This is an optimization exercise on Yosys and OpenROAD, whose aim is small area, not a production implementation. Only simulation tests tie the RTL to the original design; equivalence was not proved. No activity file was given, so power comes from the tool's default toggle rates.

$ cat flow/design.v
`timescale 1ns / 1ps
module UltrasonicController
(
    input clk, 
    input rst,
    output reg us_trig_pin,
    input  us_echo_pin,
    output reg [6:0]  seg,
    output reg [3:0]  an,
    output reg [11:0] led 
);
reg echo ;
reg trigger ;
reg [31:0] trig_counter; 
reg [31:0] timer_counter; 
reg [11:0] i; 
reg [11:0] i_temp;
reg [11:0] i_bcd ;
reg [16:0] anot_counter; 
reg [1:0]  anot_indicator ; 
always @(posedge clk) begin
  if (rst) begin
    anot_counter  <= 0;
    trig_counter  <= 0;
    timer_counter <= 0;
    i             <= 0;
    i_temp        <= 0;
    i_bcd         <= 0;
    echo          <= 0;
    us_trig_pin   <= 0;
    an            <= 4'b1111;
    seg           <= 7'b1111111;
    led           <= 12'b0;
  end
  else begin
    anot_counter <= anot_counter + 1;
    case (anot_counter[16:15])
        2'b00 : an <= 4'b1110;
        2'b01 : an <= 4'b1101;
        2'b10 : an <= 4'b1011;
        default : an <= 4'b0111;
    endcase
    echo <= us_echo_pin;
    if (trig_counter == 6000000) begin  
        trig_counter <= 0;
    end
    else begin
        trig_counter <= trig_counter + 1; 
    end
    if(trig_counter < 1000) begin  
        us_trig_pin <= 1;
    end
    else begin
        us_trig_pin <= 0;
    end
    if(us_echo_pin == 1) begin
        if (timer_counter == 5882) begin
            timer_counter <= 0; 
            i <= i + 1; 
            i_temp <= i;
        end
        else begin
            timer_counter <= timer_counter + 1;
        end 
    end
    if(us_echo_pin == 0) begin
        i <= 0 ; 
    end
    if      (i_temp < 5)  led <= 12'b000000000001; 
    else if (i_temp < 10) led <= 12'b000000000011;
    else if (i_temp < 15) led <= 12'b000000000111;
    else if (i_temp < 20) led <= 12'b000000001111;
    else if (i_temp < 25) led <= 12'b000000011111;
    else if (i_temp < 30) led <= 12'b000000111111;
    else if (i_temp < 35) led <= 12'b000001111111;
    else if (i_temp < 40) led <= 12'b000011111111;
    else if (i_temp < 45) led <= 12'b000111111111;
    else if (i_temp < 50) led <= 12'b001111111111;
    else if (i_temp < 55) led <= 12'b011111111111;
    else                  led <= 12'b111111111111;
    if (i_temp < 10)       i_bcd <= i_temp; 
    else if (i_temp < 20)  i_bcd <= i_temp + 6;
    else if (i_temp < 30)  i_bcd <= i_temp + 12;
    else if (i_temp < 40)  i_bcd <= i_temp + 18;
    else if (i_temp < 50)  i_bcd <= i_temp + 24;
    else if (i_temp < 60)  i_bcd <= i_temp + 30;
    else if (i_temp < 70)  i_bcd <= i_temp + 36;
    else if (i_temp < 80)  i_bcd <= i_temp + 42;
    else if (i_temp < 90)  i_bcd <= i_temp + 48;
    else if (i_temp < 100) i_bcd <= i_temp + 54;
    else                   i_bcd <= 12'b100010001000;
    if (an == 4'b1110) begin
        case(i_bcd[3:0])
            4'b0000 : seg <= 7'b1000000;
            4'b0001 : seg <= 7'b1111001;
            4'b0010 : seg <= 7'b0100100;
            4'b0011 : seg <= 7'b0110000;
            4'b0100 : seg <= 7'b0011001;
            4'b0101 : seg <= 7'b0010010;
            4'b0110 : seg <= 7'b0000010;
            4'b0111 : seg <= 7'b1111000;
            4'b1000 : seg <= 7'b0000000;
            default : seg <= 7'b0010000;
        endcase
    end
    if (an == 4'b1101) begin
        case(i_bcd[7:4])
            4'b0000 : seg <= 7'b1000000;
            4'b0001 : seg <= 7'b1111001;
            4'b0010 : seg <= 7'b0100100;
            4'b0011 : seg <= 7'b0110000;
            4'b0100 : seg <= 7'b0011001;
            4'b0101 : seg <= 7'b0010010;
            4'b0110 : seg <= 7'b0000010;
            4'b0111 : seg <= 7'b1111000;
            4'b1000 : seg <= 7'b0000000;
            default : seg <= 7'b0010000;
        endcase
    end
    if (an == 4'b1011) begin
        case(i_bcd[11:8])
            4'b0000 : seg <= 7'b1000000;
            4'b0001 : seg <= 7'b1111001;
            4'b0010 : seg <= 7'b0100100;
            4'b0011 : seg <= 7'b0110000;
            4'b0100 : seg <= 7'b0011001;
            4'b0101 : seg <= 7'b0010010;
            4'b0110 : seg <= 7'b0000010;
            4'b0111 : seg <= 7'b1111000;
            4'b1000 : seg <= 7'b0000000;
            default : seg <= 7'b0010000;
        endcase
    end
    if (an == 4'b0111) begin
        seg <= 7'b1111111;
    end
  end
end
endmodule
$ cat flow/constraint.sdc
create_clock -name core_clock -period 10.0 [get_ports {clk}]
set_input_delay 2.0000 -clock core_clock [delete_from_list [all_inputs] [get_ports {clk}]]
set_output_delay 2.0000 -clock core_clock [all_outputs]
set_load 0.01 [all_outputs]
$ cat flow/config.mk
export PLATFORM = sky130hd
export DESIGN_NAME = UltrasonicController
export DESIGN_NICKNAME = UltrasonicController
export VERILOG_FILES = /design/flow/design.v
export SDC_FILE = /design/flow/constraint.sdc
export NUM_CORES = 4
export LEC_CHECK = 0
export CAP_MARGIN = 20
export CORE_MARGIN = 2
export CORE_UTILIZATION = 40
export SLEW_MARGIN = 20
$ cat flow/run.sh
#!/bin/bash
# synth_recipe.tcl (not shown) runs the flow's synth.tcl, then flattens the netlist and writes it again
# the make line also repeats each setting of config.mk as NAME=value (left out here)
make -C /OpenROAD-flow-scripts/flow DESIGN_CONFIG=/design/flow/config.mk WORK_HOME=/design/flow/orfs CLKGATE_MAP_FILE= SYNTH_SCRIPT=/design/flow/synth_recipe.tcl finish
==> results of run 1 <==
==> routing by layer <==
layer | GRT usage [%] | up-vias | wire length [um]
li1 | - | 3284 | -
met1 | 25.02 | 2964 | 8649
met2 | 27.20 | 181 | 7734
met3 | 4.661 | 31 | 1021
met4 | 7.243 | 0 | 447
met5 | 0 | - | 0
==> metrics by stage <==
| step | setup slack (ns) | power (mW) | cells | util [%] | cell area (um2) |
|---|---|---|---|---|---|
| after floorplan | 6.239 | 0.6403 | 935 | - | 7761 |
| after global placement | 5.406 | 0.6518 | 1185 | 43.69 | 8227 |
| after detailed placement | 5.350 | 0.6518 | 1185 | 43.69 | 8227 |
| after CTS | 5.625 | 1.250 | 1215 | 46.58 | 8772 |
| after global routing | 5.299 | 1.282 | 1215 | 46.58 | 8772 |
| final | 5.619 | 1.234 | 1215 | 46.58 | 8772 |
==> Yosys cell counts, drive strengths merged (5+ instances only) <==
| cell type | n |
|---|---|
| a31oi | 5 |
| buf | 6 |
| or3 | 19 |
| ha | 34 |
| a211oi | 6 |
| and4 | 8 |
| nor2 | 118 |
| o211ai | 12 |
| nand2 | 107 |
| a21oi | 49 |
| nor2b | 7 |
| dfxtp | 150 |
| o21ai | 38 |
| nand3 | 34 |
| xnor2 | 28 |
| a21o | 9 |
| xor2 | 53 |
| nand4 | 29 |
| and2 | 12 |
| nor3 | 24 |
| inv | 30 |
| and3 | 15 |
| clkbuf | 34 |
| mux2i | 16 |
| nor4 | 13 |
==> cells by family (layout without fill, tap and decap cells) <==
kind of cell	after synthesis	count (layout)	share of synthesized area, %
and+or+nand+nor	411	411	26.18
other	2	8	0.09705
adders and majority gates	34	34	5.497
muxes	17	17	2.263
AOI/OAI and AO/OA	164	164	14.45
xor gates and xnor gates	81	81	9.167
DFF	150	150	38.80
buffers and inverters	70	90	3.541
==> critical path, stage by stage, from the launching register on <==
cell and delay, ns:
sky130_fd_sc_hd__dfxtp_1 0.62, sky130_fd_sc_hd__inv_1 0.41, sky130_fd_sc_hd__ha_1 0.43, sky130_fd_sc_hd__nand2_1 0.12
sky130_fd_sc_hd__nor3_1 0.64, sky130_fd_sc_hd__o21ai_0 0.25, sky130_fd_sc_hd__xnor2_1 0.18, sky130_fd_sc_hd__a211o_1 0.35
sky130_fd_sc_hd__a311oi_1 0.54, sky130_fd_sc_hd__inv_1 0.17, sky130_fd_sc_hd__ha_1 0.33, sky130_fd_sc_hd__mux2i_1 0.06
sky130_fd_sc_hd__and2_1 0.16
==> worst max-delay path by stage <==
| stage | from | end | slack (ns) | cells past startpoint |
|---|---|---|---|---|
| floorplan | us_echo_pin | timer_counter[27] | 6.24 | 9 |
| global placement | rst | register | 5.41 | 9 |
| detailed placement | rst | register | 5.35 | 9 |
| CTS | i_temp[5] | register | 5.63 | 12 |
| global route | i_temp[5] | register | 5.30 | 14 |
| finish | i_temp[5] | register | 5.62 | 12 |
==> layout make-up <==
| type | instances | area, um2 | area share (%) |
|---|---|---|---|
| inverters | 30 | 112.6 | 1.284 |
| clock inverters | 12 | 106.4 | 1.212 |
| flip-flops and latches | 150 | 3003 | 34.23 |
| multi-input cells | 715 | 4496 | 51.25 |
| well taps | 260 | 325.3 | 3.708 |
| clock buffers | 18 | 439.2 | 5.006 |
| repair buffers | 30 | 290.3 | 3.309 |
==> power by group through the flow <==
stage	Sequential [mW]	Clock [mW]	Combinational, mW
2_1_floorplan	0.623	0	0.0175
3_3_place_gp	0.623	0	0.0292
3_5_place_dp	0.623	0	0.0291
4_1_cts	0.610	0.611	0.0293
5_1_grt	0.610	0.639	0.0327
6_report	0.610	0.596	0.0288
==> impl_metrics.sql, run 1 <==
INSERT INTO impl_metrics (metric_group, metric, value, unit) VALUES
('global_routing', 'grt_usage', '18.21', '%'),
('global_routing', 'grt_start_max_net_pins', '41', ''),
('critical_path', 'worst_setup_path_end_kind', 'register', ''),
('clocking', 'clock_tree.htree_level_count', '4', ''),
('critical_path', 'worst-path-max-fanout', '24', ''),
('sta', 'finalSetupViolations', '0', ''),
('sta', 'period_share', '43.81', '%'),
('sta', 'timing_max_transition_violations_final', '0', ''),
('synth', 'yosys_register_bits', '150', ''),
('clocking', 'cts_root_buffer', 'sky130_fd_sc_hd__clkbuf_16', ''),
('cells_and_area', 'layout_common_cells', '150 x sky130_fd_sc_hd__dfxtp_1, 118 x sky130_fd_sc_hd__nor2_1, 107 x sky130_fd_sc_hd__nand2_1', ''),
('synth', 'synthesis.area', '7739', 'um2'),
('clocking', 'cts_hold_buf', '0', ''),
('critical_path', 'reg2reg_depth', '12', ''),
('power', 'vdd.ir_drop.worst', '0.1076', 'mV'),
('sta', 'achievable-frequency', '0.2283', 'GHz'),
('clocking', 'clk_path_buf_depth', '2', ''),
('floorplanning', 'placeable_core_region', '18830', 'um2'),
('status', 'run_status', 'finished clean', ''),
('drt', 'drc_errors', '0', ''),
('sta', 'relSlewSlack', '30.71', '%'),
('synth', 'avgSynthCellArea', '8.330', 'um2'),
('critical_path', 'crit-reg2reg-launch', 'i_temp[5]', ''),
('cells_and_area', 'area_growth_syn_to_layout', '13.35', '%'),
('floorplanning', 'rows', '50', ''),
('global_routing', 'first_global_vias', '6011', ''),
('power', 'p_per_area', '140.6', 'nW/um2'),
('hold_path', 'worst_hold_path.num_cells', '1', ''),
('drt', 'routed-via-count', '6460', ''),
('synth', 'synth.top_cell.area_share', '38.80', '%'),
('cells_and_area', 'final_net_count', '981', ''),
('sta', 'hold_ws', '0.4431', 'ns'),
('drt', 'routed_len_inst', '14.69', 'um'),
('drt', 'drt_pre_antenna_iters', '5', ''),
('clocking', 'cts_num_sinks', '150', ''),
('power', 'swShare', '22.12', '%'),
('sta', 'rsz0062_at_grt', 'no', ''),
('placed_design', 'place.gp.congestion', '0.9475', ''),
('clocking', 'numCtsBuffers', '17', ''),
('synth', 'async_reset_ff_share', '0', '%'),
('synth', 'synthesis.yosys.warnings', '1', ''),
('synth', 'synth.yosys.seq_area_share', '38.80', '%'),
('cells_and_area', 'final_common_cell', 'sky130_fd_sc_hd__dfxtp_1', ''),
('global_routing', 'antenna_found_initial', '0', ''),
('floorplanning', 'die_area', '20470', 'um2'),
('critical_path', 'path_class', 'register to register', ''),
('drt', 'violation_count_after_the_first_detailed_route_iteration', '374', ''),
('synth', 'number_of_synthesized_flops_with_an_enable_pin', '0', ''),
('placed_design', 'port-buffer-count', '26', ''),
('synth', 'dominantRegCellSynth', 'sky130_fd_sc_hd__dfxtp_1', ''),
('clocking', 'cts_clock_pin_slew_for_the_worst_setup_and_hold_paths', '0.06', 'ns'),
('critical_path', 'timing.critical_path.arrival', '4.70', 'ns'),
('critical_path', 'startpoint_types', 'register', ''),
('drt', 'drt-total-wl', '17850', 'um'),
('power', 'internal', '0.9609', 'mW'),
('floorplanning', 'dieWidth', '143.1', 'um'),
('power', 'comb_power_share', '2.3', '%'),
('critical_path', 'reg2reg_slack', '5.62', 'ns'),
('hold_path', 'timing.hold.worst_endpoint', 'anot_counter[0]', ''),
('global_routing', 'grt_pass1_wl', '29970', 'um'),
('cells_and_area', 'layout.filler_cells', '1869', ''),
('synth', 'synthesis.instances', '929', ''),
('synth', 'synth_cell_type_count', '70', ''),
('placed_design', 'dp_hpwl', '12360', 'um'),
('clocking', 'post-cts-setup-buffers', '0', ''),
('cells_and_area', 'antenna_cells', '0', ''),
('synth', 'synthDominantAreaCellType', 'sky130_fd_sc_hd__dfxtp_1', ''),
('floorplanning', 'io-pin-count', '27', ''),
('sta', 'final_hold_viol_count', '0', ''),
('floorplanning', 'effective_utilization_at_floorplan', '41.10', '%'),
('floorplanning', 'die_y', '143.1', 'um');
==> inputs of run 2 (changes only) <==
==> flow/design.v (replaced) <==
`timescale 1ns / 1ps
module UltrasonicController
(
    input clk,
    input rst,
    output us_trig_pin,
    input  us_echo_pin,
    output [6:0]  seg,
    output [3:0]  an,
    output [11:0] led
);
reg        r1;
reg        e1, e2;
reg [22:0] T;
reg [16:0] A;
reg [12:0] Tm;
reg [6:0]  cnt;
reg        flag;
function [6:0] pat;
    input [3:0] d;
    case (d)
        4'd0 : pat = 7'b1000000;
        4'd1 : pat = 7'b1111001;
        4'd2 : pat = 7'b0100100;
        4'd3 : pat = 7'b0110000;
        4'd4 : pat = 7'b0011001;
        4'd5 : pat = 7'b0010010;
        4'd6 : pat = 7'b0000010;
        4'd7 : pat = 7'b1111000;
        4'd8 : pat = 7'b0000000;
        default : pat = 7'b0010000;
    endcase
endfunction
wire       step  = e2 && (Tm == 13'd5882);
wire [6:0] cnt_n = !step ? cnt : !flag ? 7'd0 : (cnt == 7'd100) ? cnt : cnt + 7'd1;
wire [16:0] A_n = A + 17'd1;
always @(posedge clk) begin
    r1 <= rst;
    e1 <= us_echo_pin;
    e2 <= e1 & ~r1;
    if (r1) begin
        T    <= 0;
        A    <= 17'h1ffff;
        Tm   <= 0;
        cnt  <= 0;
        flag <= 0;
    end
    else begin
        T    <= (T == 23'd6000000) ? 23'd0 : T + 23'd1;
        A    <= A_n;
        if (e2) Tm <= (Tm == 13'd5882) ? 13'd0 : Tm + 13'd1;
        cnt  <= cnt_n;
        flag <= e2 && (step || flag);
    end
end
assign us_trig_pin = !r1 && (T < 23'd1000);
assign an = r1 ? 4'b1111 :
            (A_n[16:15] == 2'd0) ? 4'b1110 :
            (A_n[16:15] == 2'd1) ? 4'b1101 :
            (A_n[16:15] == 2'd2) ? 4'b1011 : 4'b0111;
reg [11:0] therm;
integer k;
always @* begin
    for (k = 0; k < 12; k = k + 1)
        therm[k] = (cnt_n >= 5 * k);
end
assign led = r1 ? 12'd0 : therm;
wire       big   = (cnt >= 7'd100);
wire [3:0] tens  = cnt / 10;
wire [3:0] units = cnt % 10;
wire [3:0] digit = (A[16:15] == 2'd0) ? (big ? 4'd8 : units) :
                   (A[16:15] == 2'd1) ? (big ? 4'd8 : tens) :
                                        (big ? 4'd8 : 4'd0);
assign seg = (r1 || A[16:15] == 2'd3) ? 7'b1111111 : pat(digit);
endmodule
==> impl_metrics.sql, run 2 <==
INSERT INTO impl_metrics (metric_group, metric, value, unit) VALUES
('cells_and_area', 'multi_input_comb_area', '2489', 'um2'),
('sta', 'tns', '0', 'ns'),
('floorplanning', 'io-pin-count', '27', ''),
('cells_and_area', 'finalNonFillerCells', '664', ''),
('drt', 'antenna_violating_nets_post_route', '0', ''),
('placed_design', 'placedCellCount', '648', ''),
('cells_and_area', 'top_register', 'T', ''),
('clocking', 'cts_clock_pin_slew_for_the_worst_setup_and_hold_paths', '0.07', 'ns'),
('cells_and_area', 'design_area', '4482', 'um2'),
('cells_and_area', 'layout_common_cells', '69 x sky130_fd_sc_hd__nor2_1, 64 x sky130_fd_sc_hd__dfxtp_1, 55 x sky130_fd_sc_hd__nand2_1', ''),
('power', 'power.total', '0.6648', 'mW'),
('clocking', 'ctsResizeCount', '0', ''),
('global_routing', 'global_route.overflow_total', '0', ''),
('synth', 'synthDominantAreaCellType', 'sky130_fd_sc_hd__dfxtp_1', ''),
('synth', 'synthesis.area', '3946', 'um2'),
('cells_and_area', 'layout.filler_cells', '960', ''),
('sta', 'final_hold_viol_count', '0', ''),
('drt', 'violation_count_after_the_first_detailed_route_iteration', '144', ''),
('clocking', 'cts_root_buffer', 'sky130_fd_sc_hd__clkbuf_8', ''),
('drt', 'drc_errors', '0', ''),
('clocking', 'clock_tree_from_tritoncts', 'yes', ''),
('sta', 'relSlewSlack', '34.98', '%'),
('critical_path', 'worst_setup_path_end_kind', 'primary output', ''),
('sta', 'finalSetupViolations', '0', ''),
('critical_path', 'worst_path_largest_cell_delay', '0.82', 'ns'),
('synth', 'synth_cell_type_count', '67', ''),
('drt', 'routed_via_density', '5.367', ''),
('clocking', 'clock_tree.htree_level_count', '3', ''),
('sta', 'period_share', '68.23', '%'),
('synth', 'synthesis.yosys.warnings', '1', ''),
('sta', 'layout_min_cycle_time', '6.823', 'ns'),
('power', 'p_per_area', '148.3', 'nW/um2'),
('critical_path', 'startpoint_types', 'register', ''),
('synth', 'synthesis.instances', '514', ''),
('global_routing', 'grt_usage', '17.63', '%'),
('drt', 'routed-via-count', '3564', ''),
('synth', 'ys_top_cells_by_area', 'sky130_fd_sc_hd__dfxtp_1 32%, sky130_fd_sc_hd__nor2_1 6.6%, sky130_fd_sc_hd__xor2_1 5.8%', ''),
('synth', 'synth.most_common_cell', 'sky130_fd_sc_hd__nor2_1', ''),
('sta', 'hold_ws', '0.4052', 'ns'),
('synth', 'synth.yosys.seq_area_share', '32.47', '%'),
('synth', 'most_frequent_cells_after_synthesis', '69 x sky130_fd_sc_hd__nor2_1, 64 x sky130_fd_sc_hd__dfxtp_1, 55 x sky130_fd_sc_hd__nand2_1, 31 x sky130_fd_sc_hd__nand3_1, 26 x sky130_fd_sc_hd__xor2_1', ''),
('global_routing', 'first_global_vias', '3192', ''),
('hold_path', 'timing.hold.worst_endpoint', 'A[0]', ''),
('clocking', 'clk_latency', '0.34', 'ns'),
('clocking', 'cts_hold_buf', '0', ''),
('sta', 'achievable-frequency', '0.1466', 'GHz'),
('clocking', 'post-cts-setup-buffers', '0', ''),
('clocking', 'cts_num_sinks', '64', ''),
('critical_path', 'critical_path.cell_chain', 'nor2_1, inv_1, ha_1, and3b_1, and3_1, o21ai_0, a41o_4, o311a_1, a211oi_2, inv_1, ha_1, nor4_1, a211oi_1, o21ai_1, clkdlybuf4s50_1', ''),
('drt', 'drt_pre_antenna_iters', '4', ''),
('cells_and_area', 'layout-drive-gt1-share', '5.461', '%'),
('cells_and_area', 'flip_flop_count_of_the_largest_register_after_layout', '23', ''),
('clocking', 'clk_path_buf_depth', '2', ''),
('drt', 'routed_len_inst', '13.24', 'um'),
('global_routing', 'grt_pass1_wl', '15100', 'um'),
('critical_path', 'path_class', 'register to primary output', ''),
('placed_design', 'port-buffer-count', '26', ''),
('run', 'cap_viol_max_count', '0', ''),
('critical_path', 'crit_slowest_cell', 'sky130_fd_sc_hd__dfxtp_1', ''),
('placed_design', 'dp_hpwl', '6328', 'um'),
('synth', 'dominantRegCellSynth', 'sky130_fd_sc_hd__dfxtp_1', ''),
('sta', 'timing.final.ws_setup', '3.177', 'ns'),
('critical_path', 'worst-path-max-fanout', '25', ''),
('sta', 'rsz0062_at_grt', 'no', ''),
('critical_path', 'reg2reg_depth', '7', ''),
('cells_and_area', 'final_common_cell', 'sky130_fd_sc_hd__nor2_1', ''),
('floorplanning', 'die_y', '103.3', 'um'),
('sta', 'max_slew.worst_pin.slew', '0.9671', 'ns'),
('synth', 'yosys_register_bits', '64', ''),
('sta', 'timing_max_transition_violations_final', '0', ''),
('floorplanning', 'die_area', '10680', 'um2'),
('critical_path', 'total_stage_count_of_the_critical_path', '15', ''),
('clocking', 'numCtsBuffers', '9', ''),
('sta', 'fin_worst_skew', '0.007911', 'ns'),
('floorplanning', 'placeable_core_region', '9684', 'um2'),
('synth', 'avgSynthCellArea', '7.678', 'um2'),
('cells_and_area', 'layout_top_registers', 'T: 23 flops, A: 17 flops, Tm: 13 flops', ''),
('placed_design', 'dp_slack', '3.554', 'ns'),
('cells_and_area', 'area_growth_syn_to_layout', '13.57', '%'),
('synth', 'number_of_synthesized_flops_with_an_enable_pin', '0', ''),
('placed_design', 'place.gp.congestion', '0.8411', ''),
('critical_path', 'timing.rr.end', 'cnt[4]', ''),
('cells_and_area', 'antenna_cells', '0', ''),
('cells_and_area', 'ff_latch_area', '1281', 'um2'),
('cells_and_area', 'postLayoutCoreUtil', '46.28', '%'),
('drt', 'drt-total-wl', '8792', 'um'),
('floorplanning', 'dieWidth', '103.3', 'um'),
('critical_path', 'cp.required', '8.00', 'ns'),
('critical_path', 'reg2reg_slack', '7.35', 'ns'),
('floorplanning', 'rows', '36', ''),
('critical_path', 'critical_path.n_buffers_inverters', '3', ''),
('critical_path', 'critical_path.top_delay_family', 'compound AO/OA/AOI/OAI gates', ''),
('power', 'vdd.ir_drop.worst', '0.1089', 'mV'),
('synth', 'synth.top_cell.area_share', '32.47', '%'),
('critical_path', 'crit-reg2reg-launch', 'Tm[0]', ''),
('critical_path', 'timing.critical_path.arrival', '4.82', 'ns'),
('global_routing', 'grt_start_max_net_pins', '26', ''),
('hold_path', 'worst_hold_path.num_cells', '1', ''),
('floorplanning', 'effective_utilization_at_floorplan', '40.75', '%'),
('status', 'run_status', 'finished clean', ''),
('placed_design', 'placed_instance_area', '4267', 'um2'),
('cells_and_area', 'final_net_count', '543', ''),
('synth', 'async_reset_ff_share', '0', '%'),
('power', 'power_leakage', '1.674', 'nW'),
('global_routing', 'antenna_found_initial', '0', ''),
('hold_path', 'timing.hold.worst.class', 'register to register', ''),
('hold_path', 'timing.hold.worst.start', 'A[0]', '');
run 2: cell count changes after synthesis, moves of 12 or more:
cell,delta
sky130_fd_sc_hd__mux2i_1,-14
sky130_fd_sc_hd__nor2_1,-49
sky130_fd_sc_hd__or3_1,-12
sky130_fd_sc_hd__clkbuf_1,-17
sky130_fd_sc_hd__dfxtp_1,-86
sky130_fd_sc_hd__xor2_1,-27
sky130_fd_sc_hd__ha_1,-20
sky130_fd_sc_hd__a21oi_1,-24
sky130_fd_sc_hd__nand4_1,-19
sky130_fd_sc_hd__o21ai_0,-17
sky130_fd_sc_hd__nand2_1,-52
run 2: layer usage:
| layer | global-route usage (%) | share of wire, % | vias to the layer above |
|---|---|---|---|
| li1 | - | - | 1851 |
| met1 | 23.58 | 49 | 1664 |
| met3 | 2.957 | 2.3 | 12 |
| met5 | 0 | 0 | - |
| met2 | 28.52 | 48 | 37 |
| met4 | 6.781 | 1.6 | 0 |
run 2: cell type report:
type / instances / share of cell area, %
repair buffers: 26 / 5.807
inverters: 21 / 1.759
flip-flops and latches: 64 / 28.59
well taps: 133 / 3.713
clock inverters: 5 / 1.228
multi-input cells: 404 / 55.53
clock buffers: 11 / 3.378
run 2: kinds of logic (layout without fill, tap and decap cells):
kind of cell	count (synthesis)	count (layout)	synth area share [%]
and+or+nand+nor	240	240	29.77
AOI/OAI and AO/OA	103	103	17.82
DFF	64	64	32.47
buffers and inverters	46	63	4.851
xor gates and xnor gates	44	44	9.765
adders and majority gates	14	14	4.439
muxes	3	3	0.8877
run 2: where the power goes:
| group | internal [mW] | total, mW | leakage [nW] | switching [mW] |
|---|---|---|---|---|
| Clock | 0.128 | 0.226 | 0.101 | 0.0985 |
| Combinational | 0.0677 | 0.137 | 1.05 | 0.0691 |
| Sequential | 0.276 | 0.302 | 0.521 | 0.0257 |
run 2: worst max-delay path by stage:
stage | from | slack [ns] | to
2_1_floorplan | cnt[4] | 4.29 | seg[4]
3_3_place_gp | cnt[4] | 3.69 | seg[3]
3_5_place_dp | cnt[4] | 3.55 | seg[4]
4_1_cts | cnt[4] | 3.16 | seg[3]
5_1_grt | cnt[4] | 2.69 | seg[3]
6_report | cnt[4] | 3.18 | seg[4]
==> inputs of run 3 (changes only) <==
==> flow/design.v (replaced) <==
`timescale 1ns / 1ps
module UltrasonicController
(
    input clk,
    input rst,
    output us_trig_pin,
    input  us_echo_pin,
    output [6:0]  seg,
    output [3:0]  an,
    output [11:0] led
);
reg        r1;
reg        e1, e2;
reg [9:0]  TL;
reg [12:0] TH;
reg [14:0] AL;
reg [1:0]  AH;
reg [12:0] Tm;
reg [3:0]  du, dt;
reg        dh;
reg        flag;
function [6:0] pat;
    input [3:0] d;
    case (d)
        4'd0 : pat = 7'b1000000;
        4'd1 : pat = 7'b1111001;
        4'd2 : pat = 7'b0100100;
        4'd3 : pat = 7'b0110000;
        4'd4 : pat = 7'b0011001;
        4'd5 : pat = 7'b0010010;
        4'd6 : pat = 7'b0000010;
        4'd7 : pat = 7'b1111000;
        4'd8 : pat = 7'b0000000;
        default : pat = 7'b0010000;
    endcase
endfunction
wire tl_wrap = (TL == 10'd690);
wire th_wrap = (TH == 13'd4818);
wire tl_fb   = ~(TL[9] ^ TL[6]);
wire th_fb   = ~(TH[12] ^ TH[11]);
wire al_zero = (AL[13:0] == 14'd0);
wire al_last = al_zero & ~AL[14];
wire al_fb   = AL[14] ^ AL[13] ^ al_zero;
wire [1:0] AH_n = AH + {1'b0, al_last};
wire tm_wrap = (Tm == 13'd3520);
wire tm_fb   = ~(Tm[12] ^ Tm[11]);
wire step    = e2 & tm_wrap;
reg [3:0] du_n, dt_n;
reg       dh_n;
always @* begin
    du_n = du; dt_n = dt; dh_n = dh;
    if (step) begin
        if (!flag) begin
            du_n = 0; dt_n = 0; dh_n = 0;
        end
        else if (!dh) begin
            if (du == 4'd9) begin
                du_n = 0;
                if (dt == 4'd9) dh_n = 1'b1;
                else            dt_n = dt + 4'd1;
            end
            else du_n = du + 4'd1;
        end
    end
end
always @(posedge clk) begin
    r1 <= rst;
    e1 <= us_echo_pin;
    e2 <= e1 & ~r1;
    if (r1 | tl_wrap | th_wrap) TL <= 0;
    else                        TL <= {TL[8:0], tl_fb};
    if (r1 | th_wrap)           TH <= 0;
    else if (tl_wrap)           TH <= {TH[11:0], th_fb};
    if (r1) begin
        AL   <= 0;
        AH   <= 2'd3;
        Tm   <= 0;
        du   <= 0;
        dt   <= 0;
        dh   <= 0;
        flag <= 0;
    end
    else begin
        AL   <= {AL[13:0], al_fb};
        AH   <= AH_n;
        if (e2) Tm <= tm_wrap ? 13'd0 : {Tm[11:0], tm_fb};
        du   <= du_n;
        dt   <= dt_n;
        dh   <= dh_n;
        flag <= e2 & (step | flag);
    end
end
assign us_trig_pin = ~r1 & (TH == 13'd0);
assign an = r1 ? 4'b1111 :
            (AH_n == 2'd0) ? 4'b1110 :
            (AH_n == 2'd1) ? 4'b1101 :
            (AH_n == 2'd2) ? 4'b1011 : 4'b0111;
reg [11:0] therm;
integer k;
always @* begin
    for (k = 0; k < 12; k = k + 1)
        if (k % 2 == 0) therm[k] = dh_n | (dt_n >= k / 2);
        else            therm[k] = dh_n | (dt_n > k / 2) | ((dt_n == k / 2) & (du_n >= 4'd5));
end
assign led = r1 ? 12'd0 : therm;
wire [3:0] digit = dh ? 4'd8 :
                   (AH == 2'd0) ? du :
                   (AH == 2'd1) ? dt : 4'd0;
assign seg = (r1 || AH == 2'd3) ? 7'b1111111 : pat(digit);
endmodule
==> impl_metrics.sql, run 3 <==
INSERT INTO impl_metrics (metric_group, metric, value, unit) VALUES
('status', 'run_status', 'finished clean', ''),
('clocking', 'cts_hold_buf', '0', ''),
('cells_and_area', 'postLayoutCoreUtil', '48.88', '%'),
('drt', 'routed-via-count', '2379', ''),
('cells_and_area', 'ff_latch_area', '1321', 'um2'),
('floorplanning', 'io-pin-count', '27', ''),
('sta', 'final_hold_viol_count', '0', ''),
('floorplanning', 'die_area', '8317', 'um2'),
('sta', 'tns', '0', 'ns'),
('synth', 'synthesis.area', '3042', 'um2'),
('cells_and_area', 'layout_common_cells', '66 x sky130_fd_sc_hd__dfxtp_1, 52 x sky130_fd_sc_hd__nor2_1, 26 x sky130_fd_sc_hd__clkdlybuf4s50_1', ''),
('critical_path', 'timing.rr.end', 'dt[3]', ''),
('power', 'p_per_area', '152.6', 'nW/um2'),
('drt', 'drc_errors', '0', ''),
('synth', 'synthesis.instances', '342', ''),
('power', 'power.total', '0.5441', 'mW'),
('synth', 'yosys_register_bits', '66', ''),
('synth', 'avgSynthCellArea', '8.894', 'um2'),
('synth', 'most_frequent_cells_after_synthesis', '66 x sky130_fd_sc_hd__dfxtp_1, 52 x sky130_fd_sc_hd__nor2_1, 25 x sky130_fd_sc_hd__mux2i_1, 23 x sky130_fd_sc_hd__nand2_1, 23 x sky130_fd_sc_hd__nor2b_1', ''),
('global_routing', 'grt_pass1_wl', '10080', 'um'),
('hold_path', 'timing.hold.worst.class', 'register to register', ''),
('global_routing', 'grt_use_met1', '20.81', '%'),
('synth', 'synth.most_common_cell', 'sky130_fd_sc_hd__dfxtp_1', ''),
('cells_and_area', 'layout.filler_cells', '724', ''),
('placed_design', 'port-buffer-count', '26', ''),
('synth', 'synthesis.yosys.warnings', '1', ''),
('placed_design', 'placedCellCount', '454', ''),
('hold_path', 'timing.hold.worst_endpoint', 'TL[4]', ''),
('power', 'power_leakage', '1.535', 'nW'),
('power', 'vdd.ir_drop.worst', '0.07597', 'mV'),
('cells_and_area', 'layout_top_registers', 'AL: 15 flops, TH: 13 flops, Tm: 13 flops', ''),
('cells_and_area', 'antenna_cells', '0', ''),
('synth', 'synth.yosys.seq_area_share', '43.44', '%'),
('sta', 'achievable-frequency', '0.1608', 'GHz'),
('clocking', 'cts_num_sinks', '66', ''),
('synth', 'dominantRegCellSynth', 'sky130_fd_sc_hd__dfxtp_1', ''),
('clocking', 'clock_tree_from_tritoncts', 'yes', ''),
('sta', 'timing_max_transition_violations_final', '0', ''),
('critical_path', 'reg2reg_depth', '5', ''),
('cells_and_area', 'top_register', 'AL', ''),
('sta', 'period_share', '62.17', '%'),
('drt', 'violation_count_after_the_first_detailed_route_iteration', '192', ''),
('cells_and_area', 'finalNonFillerCells', '470', ''),
('drt', 'routed_len_inst', '12.94', 'um'),
('floorplanning', 'effective_utilization_at_floorplan', '41.71', '%'),
('synth', 'ys_top_cells_by_area', 'sky130_fd_sc_hd__dfxtp_1 43%, sky130_fd_sc_hd__mux2i_1 8.2%, sky130_fd_sc_hd__nor2_1 6.4%', ''),
('cells_and_area', 'design_area', '3565', 'um2'),
('floorplanning', 'rows', '31', ''),
('floorplanning', 'placeable_core_region', '7292', 'um2'),
('critical_path', 'path_class', 'register to primary output', ''),
('global_routing', 'global_route.peak_usage_layer', 'met2', ''),
('critical_path', 'reg2reg_slack', '7.16', 'ns'),
('sta', 'rsz0062_at_grt', 'no', ''),
('sta', 'layout_min_cycle_time', '6.217', 'ns'),
('clocking', 'ctsResizeCount', '0', ''),
('clocking', 'clk_latency', '0.35', 'ns'),
('critical_path', 'worst-path-max-fanout', '22', ''),
('critical_path', 'crit-reg2reg-launch', 'e2', ''),
('drt', 'antenna_violating_nets_post_route', '0', ''),
('global_routing', 'grt_use_met2', '21.85', '%'),
('global_routing', 'first_global_vias', '2110', ''),
('placed_design', 'dp_hpwl', '4214', 'um'),
('hold_path', 'worst_hold_path.num_cells', '2', ''),
('sta', 'finalSetupViolations', '0', ''),
('synth', 'number_of_synthesized_flops_with_an_enable_pin', '0', ''),
('placed_design', 'place.gp.congestion', '0.8435', ''),
('critical_path', 'worst_setup_path_end_kind', 'primary output', ''),
('global_routing', 'grt_usage', '14.99', '%'),
('clocking', 'post-cts-setup-buffers', '0', ''),
('cells_and_area', 'flip_flop_count_of_the_largest_register_after_layout', '15', ''),
('run', 'cap_viol_max_count', '0', ''),
('clocking', 'clock_tree.htree_level_count', '3', ''),
('hold_path', 'timing.hold.worst.start', 'TL[3]', ''),
('global_routing', 'grt_start_max_net_pins', '41', ''),
('cells_and_area', 'area_growth_syn_to_layout', '17.19', '%'),
('global_routing', 'global_route.overflow_total', '0', ''),
('clocking', 'cts_clock_pin_slew_for_the_worst_setup_and_hold_paths', '0.08', 'ns'),
('floorplanning', 'dieWidth', '91.20', 'um'),
('synth', 'synthDominantAreaCellType', 'sky130_fd_sc_hd__dfxtp_1', ''),
('sta', 'fin_worst_skew', '0.01370', 'ns'),
('clocking', 'clk_path_buf_depth', '2', ''),
('synth', 'synth_cell_type_count', '52', ''),
('synth', 'synth.top_cell.area_share', '43.44', '%'),
('cells_and_area', 'final_net_count', '379', ''),
('sta', 'relSlewSlack', '40.98', '%'),
('global_routing', 'grt_use_met3', '4.232', '%'),
('global_routing', 'antenna_found_initial', '0', ''),
('placed_design', 'placed_instance_area', '3382', 'um2'),
('cells_and_area', 'final_common_cell', 'sky130_fd_sc_hd__dfxtp_1', ''),
('floorplanning', 'die_y', '91.20', 'um'),
('critical_path', 'startpoint_types', 'register', ''),
('critical_path', 'cp.required', '8.00', 'ns'),
('synth', 'async_reset_ff_share', '0', '%'),
('drt', 'drt-total-wl', '6083', 'um'),
('drt', 'drt_pre_antenna_iters', '5', ''),
('drt', 'routed_via_density', '5.062', ''),
('critical_path', 'timing.critical_path.arrival', '4.22', 'ns'),
('sta', 'max_slew.worst_pin.slew', '0.8827', 'ns'),
('cells_and_area', 'multi_input_comb_area', '1602', 'um2'),
('clocking', 'numCtsBuffers', '9', ''),
('cells_and_area', 'layout-drive-gt1-share', '8.625', '%'),
('clocking', 'cts_root_buffer', 'sky130_fd_sc_hd__clkbuf_8', '');
[run 3: kinds of logic (layout without fill, tap and decap cells)]
kind of cell	Yosys count	after routing	share of synthesized area, %
AOI/OAI and AO/OA	48	48	10.78
xor gates and xnor gates	6	6	1.728
adders and majority gates	10	10	4.114
buffers and inverters	31	60	4.072
DFF	66	66	43.44
muxes	25	25	8.227
and+or+nand+nor	156	156	27.64
[run 3: worst max-delay path by stage]
stage / startpoint / to / slack, ns / cells past startpoint
final: e2 / led[5] / 3.78 / 8
after global routing: e2 / led[5] / 3.61 / 8
after CTS: e2 / led[5] / 3.78 / 8
after detailed placement: e2 / led[5] / 4.19 / 8
after global placement: e2 / led[5] / 4.25 / 8
after floorplan: Tm[11] / led[9] / 5.49 / 7
[run 3: cell type report]
class | instances | area share [%]
sequential | 66 | 37.07
inverter | 16 | 1.685
clock inverter | 7 | 1.650
multi-input combinational | 245 | 44.93
timing repair buffer | 28 | 7.722
clock buffer | 9 | 3.475
tap | 99 | 3.475
[run 3: worst max-delay path, stage by stage, from the launching register on]
cell and delay, ns:
sky130_fd_sc_hd__dfxtp_1 0.87, sky130_fd_sc_hd__or3b_2 0.53, sky130_fd_sc_hd__or4_4 0.52, sky130_fd_sc_hd__nor3_1 0.33, sky130_fd_sc_hd__o2bb2ai_2 0.18, sky130_fd_sc_hd__nand2_1 0.19
sky130_fd_sc_hd__or4_1 0.59, sky130_fd_sc_hd__nand3_1 0.10, sky130_fd_sc_hd__clkdlybuf4s50_1 0.56
[run 3: power breakdown]
group          switching [mW]  leakage (nW)  internal [mW]  total, mW
Sequential            0.00807         0.535          0.268      0.276
Clock                   0.114        0.0872         0.0937      0.207
Combinational          0.0265         0.913         0.0337     0.0602
[run 3: stage by stage]
stage               worst slack (ns)  hold slack [ns]
floorplan                      5.494           0.4082
global placement               4.254           0.4202
detailed placement             4.191           0.4241
CTS                            3.782           0.4323
global route                   3.611           0.4435
finish                         3.783           0.4311
[run 3: routing by layer]
layer / share of wire (%) / wire, um
met4: 1.7 / 102
met3: 3.8 / 230
met2: 44 / 2649
met1: 51 / 3101
met5: 0 / 0
==> inputs of run 4 (changes only) <==
==> flow/design.v (replaced) <==
`timescale 1ns / 1ps
module UltrasonicController
(
    input clk,
    input rst,
    output us_trig_pin,
    input  us_echo_pin,
    output [6:0]  seg,
    output [3:0]  an,
    output [11:0] led
);
localparam [22:0] T_LAST  = 23'h3e217b;
localparam [22:0] T_999   = 23'h044111;
localparam [22:0] T_999M  = 23'h054511;
localparam [12:0] TM_LAST = 13'h0dc0;
localparam [22:0] TODD    = 23'h2aaaaa;
localparam [14:0] AODD    = 15'h2aaa;
reg        r1;
reg        e1, e2;
reg [22:0] T;
reg        q;
reg [14:0] AL;
reg [1:0]  AH;
reg [12:0] Tm;
reg [4:0]  m;
reg [2:0]  u;
reg        flag;
function [6:0] pat;
    input [3:0] d;
    case (d)
        4'd0 : pat = 7'b1000000;
        4'd1 : pat = 7'b1111001;
        4'd2 : pat = 7'b0100100;
        4'd3 : pat = 7'b0110000;
        4'd4 : pat = 7'b0011001;
        4'd5 : pat = 7'b0010010;
        4'd6 : pat = 7'b0000010;
        4'd7 : pat = 7'b1111000;
        4'd8 : pat = 7'b0000000;
        default : pat = 7'b0010000;
    endcase
endfunction
wire [22:0] Tl    = T ^ TODD;
wire        t_fb  = ~(Tl[22] ^ Tl[17]);
wire        t_clr = r1 | (T == T_LAST);
wire        t_999 = ((T & T_999M) == T_999);
wire [14:0] ALl     = AL ^ AODD;
wire        al_zero = (ALl[13:0] == 14'd0);
wire        al_last = al_zero & ~ALl[14];
wire        al_fb   = ALl[14] ^ ALl[13] ^ al_zero;
wire [1:0]  AH_n    = AH + {1'b0, al_last};
wire tm_last = (Tm == TM_LAST);
wire tm_fb   = ~(Tm[12] ^ Tm[11]);
wire step    = e2 & tm_last;
wire       sat = (m == 5'd20);
reg  [4:0] m_n;
reg  [2:0] u_n;
always @* begin
    m_n = m; u_n = u;
    if (step) begin
        if (!flag) begin
            m_n = 0; u_n = 0;
        end
        else if (!sat) begin
            if (u == 3'd4) begin
                u_n = 0; m_n = m + 5'd1;
            end
            else u_n = u + 3'd1;
        end
    end
end
always @(posedge clk) begin
    r1 <= rst;
    e1 <= us_echo_pin;
    e2 <= e1 & ~r1;
    T <= t_clr ? 23'd0 : ({Tl[21:0], t_fb} ^ TODD);
    q <= t_clr | (q & ~t_999);
    if (r1) begin
        AL   <= AODD;
        AH   <= 2'd3;
        Tm   <= 0;
        m    <= 0;
        u    <= 0;
        flag <= 0;
    end
    else begin
        AL   <= {ALl[13:0], al_fb} ^ AODD;
        AH   <= AH_n;
        if (e2) Tm <= tm_last ? 13'd0 : {Tm[11:0], tm_fb};
        m    <= m_n;
        u    <= u_n;
        flag <= e2 & (step | flag);
    end
end
assign us_trig_pin = ~r1 & q;
assign an = r1 ? 4'b1111 :
            (AH_n == 2'd0) ? 4'b1110 :
            (AH_n == 2'd1) ? 4'b1101 :
            (AH_n == 2'd2) ? 4'b1011 : 4'b0111;
reg [11:0] therm;
integer k;
always @* begin
    for (k = 0; k < 12; k = k + 1)
        therm[k] = (m_n >= k);
end
assign led = r1 ? 12'd0 : therm;
wire [3:0] units = {1'b0, u} + (m[0] ? 4'd5 : 4'd0);
wire [3:0] tens  = {1'b0, m[4:1]};
wire [3:0] digit = sat ? 4'd8 :
                   (AH == 2'd0) ? units :
                   (AH == 2'd1) ? tens : 4'd0;
assign seg = (r1 || AH == 2'd3) ? 7'b1111111 : pat(digit);
endmodule
==> impl_metrics.sql, run 4 <==
INSERT INTO impl_metrics (metric_group, metric, value, unit) VALUES
('critical_path', 'critical_path.top_delay_family', 'simple AND/OR/NAND/NOR gates', ''),
('sta', 'period_share', '52.71', '%'),
('floorplanning', 'dieWidth', '88.21', 'um'),
('synth', 'async_reset_ff_share', '0', '%'),
('synth', 'most_frequent_cells_after_synthesis', '66 x sky130_fd_sc_hd__dfxtp_1, 56 x sky130_fd_sc_hd__nor2_1, 26 x sky130_fd_sc_hd__nand2_1, 14 x sky130_fd_sc_hd__a21oi_1', ''),
('sta', 'fin_worst_skew', '0.01011', 'ns'),
('sta', 'max_slew.worst_pin.slew', '0.6495', 'ns'),
('synth', 'avgSynthCellArea', '9.150', 'um2'),
('drt', 'routed.top_layer', 'met4', ''),
('placed_design', 'placedCellCount', '419', ''),
('sta', 'final_hold_viol_count', '0', ''),
('synth', 'synthesis.area', '2836', 'um2'),
('placed_design', 'dp_hpwl', '3898', 'um'),
('critical_path', 'worst_path_largest_cell_delay', '0.61', 'ns'),
('floorplanning', 'die_area', '7781', 'um2'),
('drt', 'violation_count_after_the_first_detailed_route_iteration', '101', ''),
('synth', 'synthesis.instances', '310', ''),
('placed_design', 'placed_instance_area', '3162', 'um2'),
('status', 'run_status', 'finished clean', ''),
('hold_path', 'timing.hold.worst.class', 'register to register', ''),
('critical_path', 'timing.critical_path.mode_cell', 'sky130_fd_sc_hd__or4_4', ''),
('cells_and_area', 'layout_top_registers', 'T: 23 flops, AL: 15 flops, Tm: 13 flops', ''),
('sta', 'layout_min_cycle_time', '5.271', 'ns'),
('clocking', 'clock_tree.htree_level_count', '3', ''),
('synth', 'synthDominantAreaCellType', 'sky130_fd_sc_hd__dfxtp_1', ''),
('drt', 'met2_wirelength', '2492', 'um'),
('drt', 'routed_len_inst', '12.67', 'um'),
('power', 'p_per_area', '172.9', 'nW/um2'),
('global_routing', 'global_route.overflow_total', '0', ''),
('drt', 'drt_pre_antenna_iters', '5', ''),
('critical_path', 'path_class', 'register to primary output', ''),
('sta', 'rsz0062_at_grt', 'no', ''),
('global_routing', 'grt_pass1_wl', '9770', 'um');
run 4: cell types whose count changed in the layout (fill, tap and decap cells not counted), moves of 3 or more:
| cell | before | now |
|---|---|---|
| sky130_fd_sc_hd__nor4b_1 | 3 | 0 |
| sky130_fd_sc_hd__inv_1 | 16 | 10 |
| sky130_fd_sc_hd__mux2i_1 | 25 | 12 |
| sky130_fd_sc_hd__a21oi_1 | 10 | 14 |
| sky130_fd_sc_hd__a21oi_2 | 0 | 7 |
| sky130_fd_sc_hd__nand2_1 | 23 | 26 |
| sky130_fd_sc_hd__nor2b_1 | 23 | 4 |
| sky130_fd_sc_hd__nor2_1 | 52 | 56 |
| sky130_fd_sc_hd__and2_1 | 9 | 4 |
| sky130_fd_sc_hd__a31oi_1 | 8 | 1 |
| sky130_fd_sc_hd__nor4_1 | 6 | 1 |
run 4: power breakdown:
part	switching, mW	leakage, nW	internal (mW)	total, mW
clock network	0.107	0.108	0.124	0.231
logic	0.0307	0.674	0.0353	0.0659
registers	0.0108	0.542	0.274	0.285
total	0.148	1.32	0.434	0.583
run 4: path summary, 6_finish.rpt:
kind	start	end	slack, ns
max reg2reg	Tm[0]	u[1]	7.75
min	AL[12]	AL[13]	0.40
max	Tm[0]	led[3]	4.73
min reg2reg	AL[12]	AL[13]	0.40
run 4: cell type report:
class / count / area, um2 / area share, %
tap: 96 / 120.1 / 3.565
multi-input combinational: 219 / 1410 / 41.85
timing repair buffer: 27 / 267.8 / 7.947
inverter: 11 / 41.29 / 1.225
clock inverter: 6 / 70.07 / 2.079
clock buffer: 10 / 137.6 / 4.085
sequential: 66 / 1323 / 39.25
run 4: routing by layer:
metal | GRT usage (%) | up-vias
li1 | - | 1122
met1 | 21.60 | 1028
met2 | 24.74 | 23
met3 | 4.104 | 7
met4 | 7.025 | 0
met5 | 0 | -
run 4: kinds of logic (layout without fill, tap and decap cells):
group	after synthesis	in the layout	share of synthesized area, %
adder cells (fa/ha/maj)	12	12	5.293
multiplexers	13	13	4.632
AO/OA/AOI/OAI	52	52	13.06
AND/OR/NAND/NOR	137	137	25.19
buffers and inverters	25	54	3.705
flip-flops	66	66	46.58
XOR/XNOR	5	5	1.544

==> re-timing with driven ports <==
How much do the figures lean on ideal ports? The routed layouts below were timed once more, with nothing changed but the port constraints.
Step 1: set_driving_cell puts a clkbuf_16 on clk and a buf_2 on each other input, an assumption about the parent block.
Step 2, shift: input delay + t, output delay - t, t = (earliest + latest rising clock arrival at the registers) / 2. This alone moves slack from input paths to output paths.
Three values: ideal, step 1, step 2; two values: the first two.
run	shift t [ns]	setup WS [ns]	hold WS [ns]	slew at the worst register clock pin (ns)	cell pins on the clock port's net
run 1	0.460	5.619 / 5.619 / 5.357	0.443 / 0.443 / 0.443	0.06 / 0.06	1
run 2	0.369	3.177 / 3.145 / 3.514	0.405 / 0.405 / 0.405	0.07 / 0.07	1
run 3	0.370	3.783 / 3.755 / 4.125	0.431 / 0.431 / 0.431	0.09 / 0.09	1
run 4	0.363	4.729 / 4.702 / 5.065	0.396 / 0.396 / 0.396	0.08 / 0.08	1
After both steps setup and hold are still met in every run listed. The setup slack of run 1, which loses most, moves by 0.000 ns with the drivers and by -0.262 ns with both steps.
